Background: an optimization exercise with open tools, aiming at small area. Do not read the settings as production practice.
No run shown here included a check of the RTL's function; only the layout flow was run.
Power is estimated from default activity; no workload was simulated.

[design/flow/run.sh]
#!/bin/bash
# synth_recipe.tcl (not shown) runs the flow's synth.tcl, then flattens the netlist and writes it again
# the make line also repeats each setting of config.mk as NAME=value (left out here)
make -C /OpenROAD-flow-scripts/flow DESIGN_CONFIG=/design/flow/config.mk WORK_HOME=/design/flow/orfs CLKGATE_MAP_FILE= SYNTH_SCRIPT=/design/flow/synth_recipe.tcl finish
[design/flow/config.mk]
export PLATFORM = sky130hd
export DESIGN_NAME = spi_flash_top
export DESIGN_NICKNAME = spi_flash_top
export VERILOG_FILES = /design/flow/design.v
export SDC_FILE = /design/flow/constraint.sdc
export NUM_CORES = 4
export LEC_CHECK = 0
export CAP_MARGIN = 20
export CORE_MARGIN = 2
export CORE_UTILIZATION = 40
export SLEW_MARGIN = 20
[design/flow/constraint.sdc]
create_clock -name core_clock -period 10.0 [get_ports {clk}]
set_input_delay 2.0000 -clock core_clock [delete_from_list [all_inputs] [get_ports {clk}]]
set_output_delay 2.0000 -clock core_clock [all_outputs]
set_load 0.01 [all_outputs]
[design/flow/design.v]
module spi_flash_top(
    input               clk     ,
    input               rst_n   ,
    input               miso    ,
    output              mosi    ,
    output              sclk    ,
    output              cs_n    ,
    input       [2:0]   key_in  ,
    output      [5:0]   seg_sel ,
    output      [7:0]   seg_dig
    );
    reg  [2:0]  kr0, kr1, kf;
    reg  [9:0]  dq;
    wire [2:0]  nedge = ~kr0 & kr1;
    wire        dz    = ~|dq[8:0];
    wire        dend  = dz & dq[9];
    wire        dfb   = dz ? |nedge : (dq[9] ^ dq[0] ^ dq[5] ^ (dq[3] & dq[7]));
    always @(posedge clk or negedge rst_n) begin
        if (!rst_n) begin
            kr0 <= 3'b111;
            kr1 <= 3'b111;
            kf  <= 3'b000;
            dq  <= 10'd0;
        end else begin
            kr0 <= key_in;
            kr1 <= kr0;
            kf  <= dend ? ~kr1 : 3'b000;
            dq  <= {dq[8:0], dfb};
        end
    end
    wire k_id = kf[0];
    wire k_rd = kf[1];
    wire k_wr = kf[2];
    reg         k2d;
    reg  [7:0]  wrl;
    wire [7:0]  wr_cur = wrl + {7'd0, k2d};
    always @(posedge clk or negedge rst_n) begin
        if (!rst_n) begin
            k2d <= 1'b0;
            wrl <= 8'd0;
        end else begin
            k2d <= k_wr;
            wrl <= wr_cur;
        end
    end
    wire        wreq, rreq;
    wire        req   = wreq | rreq;
    reg  [6:0]  sc;
    wire        tdone = req & (&sc);
    reg  [23:0] rx;
    reg         pre, mosi_r;
    wire        pre_d;
    always @(posedge clk or negedge rst_n) begin
        if (!rst_n) begin
            sc     <= 7'd0;
            mosi_r <= 1'b0;
        end else begin
            sc <= sc + {6'd0, req};
            if (sc[3:0] == 4'd3)
                mosi_r <= pre;
        end
    end
    always @(posedge clk) begin
        pre <= pre_d;
        if (sc[3:0] == 4'd11)
            rx <= {rx[22:0], miso};
    end
    assign sclk = ~(sc[3] ^ sc[2]);
    assign mosi = mosi_r;
    assign cs_n = ~req;
    localparam R_IDLE = 2'd0, R_ID = 2'd1, R_DA = 2'd2, R_DONE = 2'd3;
    reg  [1:0]  rs;
    reg         rflag, rvld;
    reg  [2:0]  rcnt;
    wire        ridle = (rs == R_IDLE);
    wire        rbusy = (rs == R_ID) | (rs == R_DA);
    wire        rend  = tdone & rbusy & (rcnt == 3'd7 || (rs == R_ID && rcnt == 3'd3));
    assign rreq = rbusy;
    always @(posedge clk or negedge rst_n) begin
        if (!rst_n) begin
            rs    <= R_IDLE;
            rflag <= 1'b0;
            rvld  <= 1'b0;
            rcnt  <= 3'd0;
        end else begin
            rvld <= (rs == R_DONE);
            case (rs)
                R_IDLE: rs <= k_id ? R_ID : k_rd ? R_DA : R_IDLE;
                R_ID, R_DA: if (rend) rs <= R_DONE;
                default: rs <= R_IDLE;
            endcase
            if (ridle & k_rd)
                rflag <= 1'b1;
            else if (ridle & k_id)
                rflag <= 1'b0;
            if (rbusy & tdone)
                rcnt <= rend ? 3'd0 : rcnt + 3'd1;
        end
    end
    reg  [7:0]  rtx;
    always @(*) begin
        rtx = 8'h00;
        if (rs == R_ID && rcnt == 3'd0)
            rtx = 8'h9F;
        else if (rs == R_DA)
            case (rcnt)
                3'd0: rtx = 8'h03;
                3'd1: rtx = 8'h0F;
                3'd2: rtx = 8'h91;
                3'd3: rtx = 8'h03;
                default: rtx = 8'h00;
            endcase
    end
    wire rreq_n = rbusy | (ridle & (k_id | k_rd));
    localparam M_IDLE = 3'd0, M_DONE = 3'd1, M_WREN1 = 3'd2, M_WREN2 = 3'd3,
               M_SE = 3'd4, M_PP = 3'd5, M_RDSR1 = 3'd6, M_RDSR2 = 3'd7;
    localparam S_IDLE = 3'd0, S_CMD = 3'd1, S_ADDR = 3'd2, S_DATA = 3'd3, S_DELA = 3'd4;
    reg  [2:0]  m, s;
    reg  [3:0]  cnt0;
    reg  [14:0] cnt1;
    reg         wip, wel;
    wire m_idle = (m == M_IDLE) | (m == M_DONE);
    wire m_wren = (m == M_WREN1) | (m == M_WREN2);
    wire m_se   = (m == M_SE);
    wire m_pp   = (m == M_PP);
    wire m_rdsr = (m == M_RDSR1) | (m == M_RDSR2);
    wire s_idle = (s == S_IDLE);
    wire s_cmd  = (s == S_CMD);
    wire s_addr = (s == S_ADDR);
    wire s_data = (s == S_DATA);
    wire s_dela = (s == S_DELA);
    assign wreq = s_cmd | s_addr | s_data;
    wire add0 = ~m_rdsr & tdone;
    wire end0 = add0 & (s_cmd ? (cnt0 == 4'd0) : s_addr ? (cnt0 == 4'd2) : (cnt0 == 4'd3));
    wire rdsr_data = m_rdsr & s_data;
    wire ctx1 = s_dela | rdsr_data;
    wire add1 = s_dela | (rdsr_data & tdone);
    wire hit1 = s_dela ? ((m_wren | m_rdsr) ? (&cnt1[3:0]) :
                          m_se ? (cnt1[14] & (&cnt1[11:9]) & (&cnt1[4:0])) :
                                 ((&cnt1[9:5]) & (&cnt1[2:0])))
                       : ((&cnt1[10:6]) & (&cnt1[3:0]));
    wire end1 = add1 & (hit1 | (tdone & ~wip));
    wire dela_end = s_dela & end1;
    always @(posedge clk or negedge rst_n) begin
        if (!rst_n) begin
            m    <= M_IDLE;
            s    <= S_IDLE;
            cnt0 <= 4'd0;
            wip  <= 1'b0;
            wel  <= 1'b0;
        end else begin
            case (m)
                M_IDLE, M_DONE: m <= k_wr ? M_WREN1 : M_IDLE;
                M_WREN1: if (dela_end) m <= M_SE;
                M_WREN2: if (dela_end) m <= M_PP;
                M_SE:    if (dela_end) m <= M_RDSR1;
                M_PP:    if (dela_end) m <= M_RDSR2;
                M_RDSR1: if (dela_end & ~wip) m <= wel ? M_PP : M_WREN2;
                M_RDSR2: if (dela_end) m <= M_DONE;
            endcase
            case (s)
                S_IDLE: if (~m_idle) s <= S_CMD;
                S_CMD:  if (tdone) s <= (m_se | m_pp) ? S_ADDR : m_rdsr ? S_DATA : S_DELA;
                S_ADDR: if (end0) s <= m_se ? S_DELA : S_DATA;
                S_DATA: if ((end0 & m_pp) | (rdsr_data & end1)) s <= S_DELA;
                S_DELA: if (end1) s <= S_IDLE;
                default: s <= S_IDLE;
            endcase
            if (add0)
                cnt0 <= end0 ? 4'd0 : cnt0 + 4'd1;
            if (rdsr_data & tdone) begin
                wel <= rx[1];
                wip <= rx[0];
            end
        end
    end
    always @(posedge clk)
        cnt1 <= (ctx1 & ~end1) ? cnt1 + {14'd0, add1} : 15'd0;
    reg  [7:0]  wtx;
    wire [7:0]  asel = (cnt0 == 4'd0) ? 8'h0F : (cnt0 == 4'd1) ? 8'h91 :
                       (cnt0 == 4'd2) ? 8'h03 : 8'h00;
    always @(*) begin
        wtx = 8'h00;
        if (m_wren)
            wtx = 8'h06;
        else if (m_rdsr)
            wtx = 8'h05;
        else if (m_se | m_pp) begin
            if (s_cmd)
                wtx = m_se ? 8'hD8 : 8'h02;
            else if (s_addr)
                wtx = asel;
            else if (s_data & m_pp)
                wtx = wr_cur + {6'd0, cnt0[1:0]};
        end
    end
    wire wreq_n = wreq | (s_idle & ~m_idle);
    wire [7:0] tx_n = ({8{wreq_n}} & wtx) | ({8{rreq_n}} & rtx);
    assign pre_d = tx_n[~sc[6:4]];
    localparam C_BLANK = 5'h10, C_P = 5'h11;
    wire        wv = (m == M_DONE);
    wire        ld = rvld | wv;
    reg  [15:0] rid;
    reg  [7:0]  lo;
    reg         f_id, f_rd, f_w, f_e;
    always @(posedge clk)
        if (rvld)
            rid <= rx[23:8];
    always @(posedge clk or negedge rst_n) begin
        if (!rst_n) begin
            lo   <= 8'd0;
            f_id <= 1'b0;
            f_rd <= 1'b0;
            f_w  <= 1'b0;
            f_e  <= 1'b0;
        end else if (ld) begin
            lo   <= ({8{rvld}} & rx[7:0]) | ({8{wv}} & (wip ? 8'h22 : wrl));
            f_id <= rvld & ~rflag;
            f_rd <= rvld & rflag;
            f_w  <= wv;
            f_e  <= wv & wip;
        end
    end
    reg  [7:0]  sq;
    wire        sq_end = ~sq[0] & sq[2] & sq[3] & sq[6] & sq[7];
    wire        sq_fb  = sq[7] ^ sq[1] ^ sq[3] ^ sq[4] ^ (~sq[0] & ~sq[2]);
    reg  [2:0]  jd;
    always @(posedge clk or negedge rst_n) begin
        if (!rst_n) begin
            sq <= 8'd188;
            jd <= 3'd0;
        end else begin
            sq <= {sq[6:0], sq_fb};
            if (sq_end)
                jd <= {jd[1:0], ~jd[2]};
        end
    end
    wire d0 = ~jd[2] & ~jd[0];
    wire d1 =  jd[0] & ~jd[1];
    wire d2 =  jd[1] & ~jd[2];
    wire d3 =  jd[2] &  jd[0];
    wire d4 =  jd[1] & ~jd[0];
    wire d5 =  jd[2] & ~jd[1];
    assign seg_sel = ~{d5, d4, d3, d2, d1, d0};
    function [4:0] cls5;
        input [3:0] v;
        cls5 = (v == 4'd0) ? C_P : (v == 4'd2) ? 5'h0A : (v == 4'd3) ? 5'h05 : C_BLANK;
    endfunction
    wire [3:0] x5 = f_id ? rid[15:12] : 4'd0;
    wire [3:0] x4 = f_id ? rid[11:8]  : 4'd0;
    wire [3:0] x3 = f_id ? rid[7:4]   : 4'd0;
    wire [3:0] x2 = f_id ? rid[3:0]   : 4'd0;
    reg  [4:0] code;
    always @(*) begin
        code = C_BLANK;
        if (d0)
            code = (f_rd | f_w) ? cls5(x5 | {2'b00, f_rd, 1'b0}) : {1'b0, x5};
        else if (d1)
            code = f_w ? cls5(x4 | {1'b0, f_rd, 2'b00}) : f_rd ? 5'h0D : {1'b0, x4};
        else if (d2)
            code = (f_rd | (f_w & ~f_e)) ? C_BLANK : {1'b0, x3};
        else if (d3)
            code = (f_rd | f_w) ? C_BLANK : {1'b0, x2};
        else if (d4)
            code = f_e ? cls5(lo[7:4]) : {1'b0, lo[7:4]};
        else
            code = f_e ? cls5(lo[3:0]) : {1'b0, lo[3:0]};
    end
    reg  [4:0] s1, s2;
    always @(posedge clk or negedge rst_n) begin
        if (!rst_n) begin
            s1 <= 5'h00;
            s2 <= C_BLANK;
        end else begin
            s1 <= code;
            s2 <= s1;
        end
    end
    reg [6:0] glyph;
    always @(*) begin
        case (s2)
            5'h00: glyph = 7'b100_0000;
            5'h01: glyph = 7'b111_1001;
            5'h02: glyph = 7'b010_0100;
            5'h03: glyph = 7'b011_0000;
            5'h04: glyph = 7'b001_1001;
            5'h05: glyph = 7'b001_0010;
            5'h06: glyph = 7'b000_0010;
            5'h07: glyph = 7'b111_1000;
            5'h08: glyph = 7'b000_0000;
            5'h09: glyph = 7'b001_0000;
            5'h0A: glyph = 7'b000_1000;
            5'h0B: glyph = 7'b000_0011;
            5'h0C: glyph = 7'b100_0110;
            5'h0D: glyph = 7'b010_0001;
            5'h0E: glyph = 7'b000_0110;
            5'h0F: glyph = 7'b000_1110;
            5'h11: glyph = 7'b000_1100;
            default: glyph = 7'b111_1111;
        endcase
    end
    assign seg_dig = {1'b1, glyph};
endmodule
==> results of run 1 <==
-- sequential cells by signal, summed over array words and instances (netlist names), 2 cells and up --
signal,cells
cnt0,4
cnt1,15
dq,10
jd,3
kf,3
kr0,3
kr1,3
lo,8
m,3
rcnt,3
rid,16
rs,2
rx,24
s,3
s1,5
s2,5
sc,7
sq,8
wrl,8
-- metrics by stage --
step	cells	setup slack (ns)
global route	979	5.60
floorplan	721	6.78
finish	979	5.72
CTS	979	5.72
detailed placement	947	6.19
global placement	947	6.25
-- area by class of cell --
type / count / area share, %
Clock buffer: 17 / 5.06
Clock inverter: 15 / 2.65
Inverter: 45 / 2.01
Multi-Input combinational cell: 506 / 39.8
Sequential cell: 144 / 44.4
Tap cell: 229 / 3.40
Timing Repair Buffer: 23 / 2.65
-- where the power goes --
part           switching, mW  internal [mW]  leakage [nW]
registers             0.0630          0.679          1.62
clock network          0.268          0.427         0.320
logic                  0.128          0.111          1.48
total                  0.459           1.22          3.42
-- layout by cell type (no fill, tap or decap), types with 5 or more instances in the layout --
cell type / Yosys / routed
a21oi_1: 30 / 30
a222oi_1: 6 / 6
a31oi_1: 8 / 8
and3_1: 7 / 6
clkbuf_16: 0 / 17
clkdlybuf4s50_1: 0 / 20
dfrtp_1: 76 / 76
dfstp_2: 12 / 12
dfxtp_1: 16 / 16
edfxtp_1: 40 / 40
ha_1: 37 / 37
inv_1: 45 / 45
mux2_2: 6 / 6
nand2_1: 60 / 60
nand2b_1: 14 / 14
nand3_1: 25 / 25
nand4_1: 8 / 8
nor2_1: 68 / 68
nor2b_1: 17 / 17
nor3_1: 13 / 13
nor4_1: 5 / 5
o211ai_1: 6 / 6
o21ai_0: 44 / 44
o22ai_1: 10 / 10
or3_1: 5 / 5
or3b_2: 5 / 5
xnor2_1: 26 / 26
xor2_1: 13 / 13
-- critical path, stage by stage (launching register included) --
cell and delay (ns):
dfrtp_1 0.41, inv_1 0.15, ha_1 0.29, nor2_1 0.09, nor3_1 0.20, a211oi_1 0.07, nor2_1 0.10, clkdlybuf4s50_1 0.53
-- kinds of logic after synthesis --
logic type	count (synthesis)	synth area share [%]
AOI/OAI and AO/OA	167	15.5
xor gates and xnor gates	40	4.85
adders and majority gates	38	6.55
buffers and inverters	71	3.89
DFF	144	50.7
muxes	9	1.39
other	1	0.0509
and+or+nand+nor	251	17.1
-- final timing paths --
check                      start          to  depth (start not counted)
hold / removal             s1[1]       s2[1]                          0
max in group asynchronous  rst_n        m[1]                          2
min in group asynchronous  rst_n       jd[0]                          1
setup / recovery           s2[1]  seg_dig[0]                          7
hold reg to reg            s1[1]       s2[1]                          0
setup reg to reg           sc[4]    cnt1[12]                         13
-- metal layers --
layer	vias to the layer above	share of wire [%]	global-route usage, %
met5	-	0	0
met4	0	2.6	7.74
met3	37	5.1	3.72
met2	140	46	25.8
met1	2551	46	21.5
li1	2620	-	-
==> results.toml, run 1 <==
[final_layout]
fill_cells = 1669
post-route-cell-area_um2 = 8420
post-route-util_pct = 46.7
multi_input_area_um2 = 3350
final_net_count = 781
syn2layout_area_growth_pct = 14.1
insertedDiodeCount = 0
layout-drive-gt1-share_pct = 9.87
seq_area_um2 = 3740

[sta]
period_share_pct = 42.8
hold_violations = 0
report.final.slew_viol_count = 0
finalClockSkew_ns = 0.00948
maxSlewHeadroom_pct = 42.4
fin_crit_ns = 4.28
report.final.setup_viol = 0
rsz0062_at_grt = "no"
tns_ns = 0
max_freq_mhz = 234
hold_ws_ns = 0.348
tightest_slew_ns = 0.864

[critical_path]
crit_arrival_ns = 2.28
crit_fanout = 6
required_ns = 8.00
reg2reg_slack_ns = 6.68
crit_type = "flop to primary output"
end_kind = "primary output"
worstSetupStartpointType = "flop"

[drt]
routedWlPerCell_um = 15.5
dr.pass1.iters = 5
via_per_inst = 5.46
ant_nets = 0
vias = 5348
drc = 0
drt_wl_total_um = 15100
drt_iter0_drc = 476

[placement]
port_buffers = 21
placed_area_um2 = 7770
place_congestion = 0.886
hpwl_um = 10600

[yosys]
synth.top_cell.area_share_pct = 25.8
synth.most_common_cell = "dfrtp_1"
netlist_area_um2 = 7370
ys.flop_type = "dfrtp_1"
async_flop_share_pct = 61.1
synth_cell_types = 78
yosys.area.top_type = "dfrtp_1"
ys_ff_latch = 144
ys_warn_count = 1
synth_cells = 721
yosys-top-cells-area = "dfrtp_1 26%, edfxtp_1 16%, ha_1 6.3%"
yosys-top-cells-count = "76 x dfrtp_1, 68 x nor2_1, 60 x nand2_1"
syn_nets = 765
synth_edf_count = 40
ys_seq_area_share_pct = 50.7
syn_avg_cell_area_um2 = 10.2

[die]
die_x_um = 140
initial_utilization_pct = 40.9
dieArea_um2 = 19500
die_h_um = 140
row_count = 49
coreArea_um2 = 18000
ios = 23

[clocking]
cts_made_buffers = 17
post_cts_resize_count = 0
clk_latency_ns = 0.43
clk_pin_slew_ns = 0.07
root_buffer = "clkbuf_16"
cts_tree = "built"
ctsLongestPathBuffers = 2
postCtsHoldBufs = 0
post_cts_buffers = 0
cts_max_level = 4
cts_sinks = 144

[power]
p_leak_nw = 3.42
peakVddDrop_mv = 0.142
power_mw = 1.68
pwr_density_cell_nw_per_um2 = 199

[global_routing]
antenna_found_initial = 0
grt.overflow.total = 0
track_usage_pct = 16.4
grt_pass1_wl_um = 25800
grt_pass1_vias = 5292
grt_max_degree = 69

[worst_hold_path]
min_path_type = "flop to flop"

[run_status]
status = "complete, no violations"

[run]
cap_violations = 0
==> run 2, diff against run 1 <==
--- a/design/flow/config.mk
+++ b/design/flow/config.mk
@@ -5,7 +5,9 @@
 export SDC_FILE = /design/flow/constraint.sdc
 export NUM_CORES = 4
 export LEC_CHECK = 0
+export ABC_AREA = 1
 export CAP_MARGIN = 20
 export CORE_MARGIN = 2
-export CORE_UTILIZATION = 40
+export CORE_UTILIZATION = 70
+export CTS_BUF_LIST = sky130_fd_sc_hd__clkbuf_4
 export SLEW_MARGIN = 20
==> results.toml, run 2 <==
[critical_path]
crit_type = "flop to primary output"
end_kind = "primary output"
reg2reg_slack_ns = 6.45
crit_fanout = 6
crit_arrival_ns = 2.40
r2r-end = "cnt1[14]"
worstRegToRegCells = 19
crit_start = "s2[1]"
regToRegStartpoint = "m[2]"
worstSetupStartpointType = "flop"
required_ns = 8.00

[die]
coreArea_um2 = 10200
row_count = 37
ios = 23
dieArea_um2 = 11300
die_h_um = 106
initial_utilization_pct = 71.6
die_x_um = 106

[yosys]
ys.flop_type = "dfrtp_1"
yosys.area.top_type = "dfrtp_1"
ys_ff_latch = 144
synth.most_common_cell = "nand2_1"
synth_cell_types = 55
async_flop_share_pct = 61.1
syn_nets = 875
yosys-top-cells-area = "dfrtp_1 26%, edfxtp_1 16%, nand2_1 9.9%"
synth_edf_count = 40
yosys-top-cells-count = "194 x nand2_1, 119 x inv_1, 76 x dfrtp_1"
ys_seq_area_share_pct = 51.0
netlist_area_um2 = 7330
ys_warn_count = 1
synth.top_cell.area_share_pct = 26.0
syn_avg_cell_area_um2 = 8.82
synth_cells = 831

[global_routing]
grt_pass1_vias = 5288
grt_max_degree = 76
antenna_found_initial = 0
track_usage_pct = 27.2
grt_pass1_wl_um = 23900
grt.overflow.total = 0

[final_layout]
regMostFlops = "rx"
post-route-util_pct = 77.9
post-route-cell-area_um2 = 7970
syn2layout_area_growth_pct = 8.71
layout_common_cells = "194 x nand2_1, 119 x inv_1, 76 x dfrtp_1, 65 x nor2_1, 58 x o21ai_0"
top_regs = "rx (24), rid (16), cnt1 (15)"
layout_commonest_cell = "nand2_1"
seq_area_um2 = 3740
largest_register_ffs = 24
layout-drive-gt1-share_pct = 9.58
fill_cells = 702
final_net_count = 908
insertedDiodeCount = 0
multi_input_area_um2 = 3070

[sta]
maxSlewHeadroom_pct = 37.4
report.final.setup_viol = 0
tns_ns = 0
report.final.slew_viol_count = 0
period_share_pct = 44.0
rsz0062_at_grt = "no"
tightest_slew_ns = 0.938
finalClockSkew_ns = 0.0155
hold_violations = 0
fin_crit_ns = 4.40
timing.final.ws_setup_ns = 5.60
max_freq_mhz = 227

[clocking]
cts_max_level = 4
post_cts_buffers = 0
cts_sinks = 144
postCtsHoldBufs = 0
post_cts_resize_count = 0
root_buffer = "clkbuf_4"
cts_tree = "built"
ctsLongestPathBuffers = 2
cts_made_buffers = 17
clk_latency_ns = 0.55
clk_pin_slew_ns = 0.12

[worst_hold_path]
worstHoldStart = "s1[1]"
whs_endpoint = "s2[1]"
hold_path_depth = 0
min_path_type = "flop to flop"

[drt]
dr.pass1.iters = 6
drt_iter0_drc = 395
routedWlPerCell_um = 14.0
drt_wl_total_um = 14200
via_per_inst = 5.56
drc = 0
ant_nets = 0
vias = 5634

[power]
pwr_density_cell_nw_per_um2 = 217
peakVddDrop_mv = 0.174
p_leak_nw = 3.64

[placement]
hpwl_um = 10500
pre_cts_slack_ns = 6.24
port_buffers = 21
place_congestion = 0.938
placed_area_um2 = 7670

[run]
cap_violations = 0

[run_status]
status = "complete, no violations"
run 2: how the worst max path moves through the flow:
| stage | cells after the start | end |
|---|---|---|
| floorplan | 4 | seg_dig[2] |
| global route | 9 | seg_dig[0] |
| detailed placement | 9 | seg_dig[0] |
| CTS | 9 | seg_dig[0] |
| finish | 9 | seg_dig[0] |
| global placement | 9 | seg_dig[0] |
run 2: metrics by stage:
stage	hold slack, ns	instances	power (mW)
3_3_place_gp	0.334	981	1.32
5_1_grt	0.369	1013	1.84
4_1_cts	0.361	1013	1.74
6_report	0.351	1013	1.73
2_1_floorplan	0.331	831	1.17
3_5_place_dp	0.335	981	1.35
run 2: power by group:
group / switching [mW] / internal (mW)
clock network: 0.199 / 0.183
logic: 0.329 / 0.203
registers: 0.0884 / 0.724
total: 0.616 / 1.11
run 2: logic make-up after synthesis:
logic type      synth area share, %
xor+xnor                       1.91
buf+inv                        7.14
flops                          51.0
other cells                  0.0512
compound gates                 11.2
mux                           0.154
fa+ha+maj                      6.59
simple gates                   22.0
run 2: layout make-up:
type,count,share of cell area (%)
Clock buffer,21,1.98
Inverter,124,5.84
Multi-Input combinational cell,554,38.6
Tap cell,136,2.14
Clock inverter,11,1.73
Timing Repair Buffer,23,2.80
Sequential cell,144,46.9
run 2: metal layers:
layer	vias to the layer above	GRT usage (%)	wire, µm
met1	2633	33.8	6270
met4	0	13.0	379
met5	-	0	0
li1	2804	-	-
met2	160	45.6	6970
met3	37	5.52	579
run 2: worst max-delay path, cell delays in order (launching register included):
cell             delay (ns)
dfrtp_1                0.45
inv_1                  0.14
ha_1                   0.18
inv_1                  0.06
nor2_1                 0.11
nand2_1                0.14
nand2_1                0.09
a21oi_1                0.04
nor2_1                 0.09
clkdlybuf4s50_1        0.53

[re-timing with driven ports]
The flow's constraints put no driver on any port. The routed layouts listed below were extracted and timed again, unchanged, in two steps.
Step 1, drivers: a clkbuf_16 drives clk and a buf_2 each remaining input, both assumed.
Step 2 also shifts input and output timing later by t, the mid clock arrival at the registers, as if the neighbouring blocks saw the same clock.
Slacks: ideal / step 1 / step 2; pairs: ideal / step 1.
run	shift t [ns]	slack for setup (ns)	worst register clock-pin slew, ns	worst data-port slew with drivers (ns)	pins driven straight from the clock port
run 1	0.466	5.720 / 5.681 / 6.147	0.07 / 0.07	0.03	1
run 2	0.579	5.603 / 5.569 / 6.149	0.12 / 0.12	0.03	1
After both steps setup and hold are still met in every run listed.
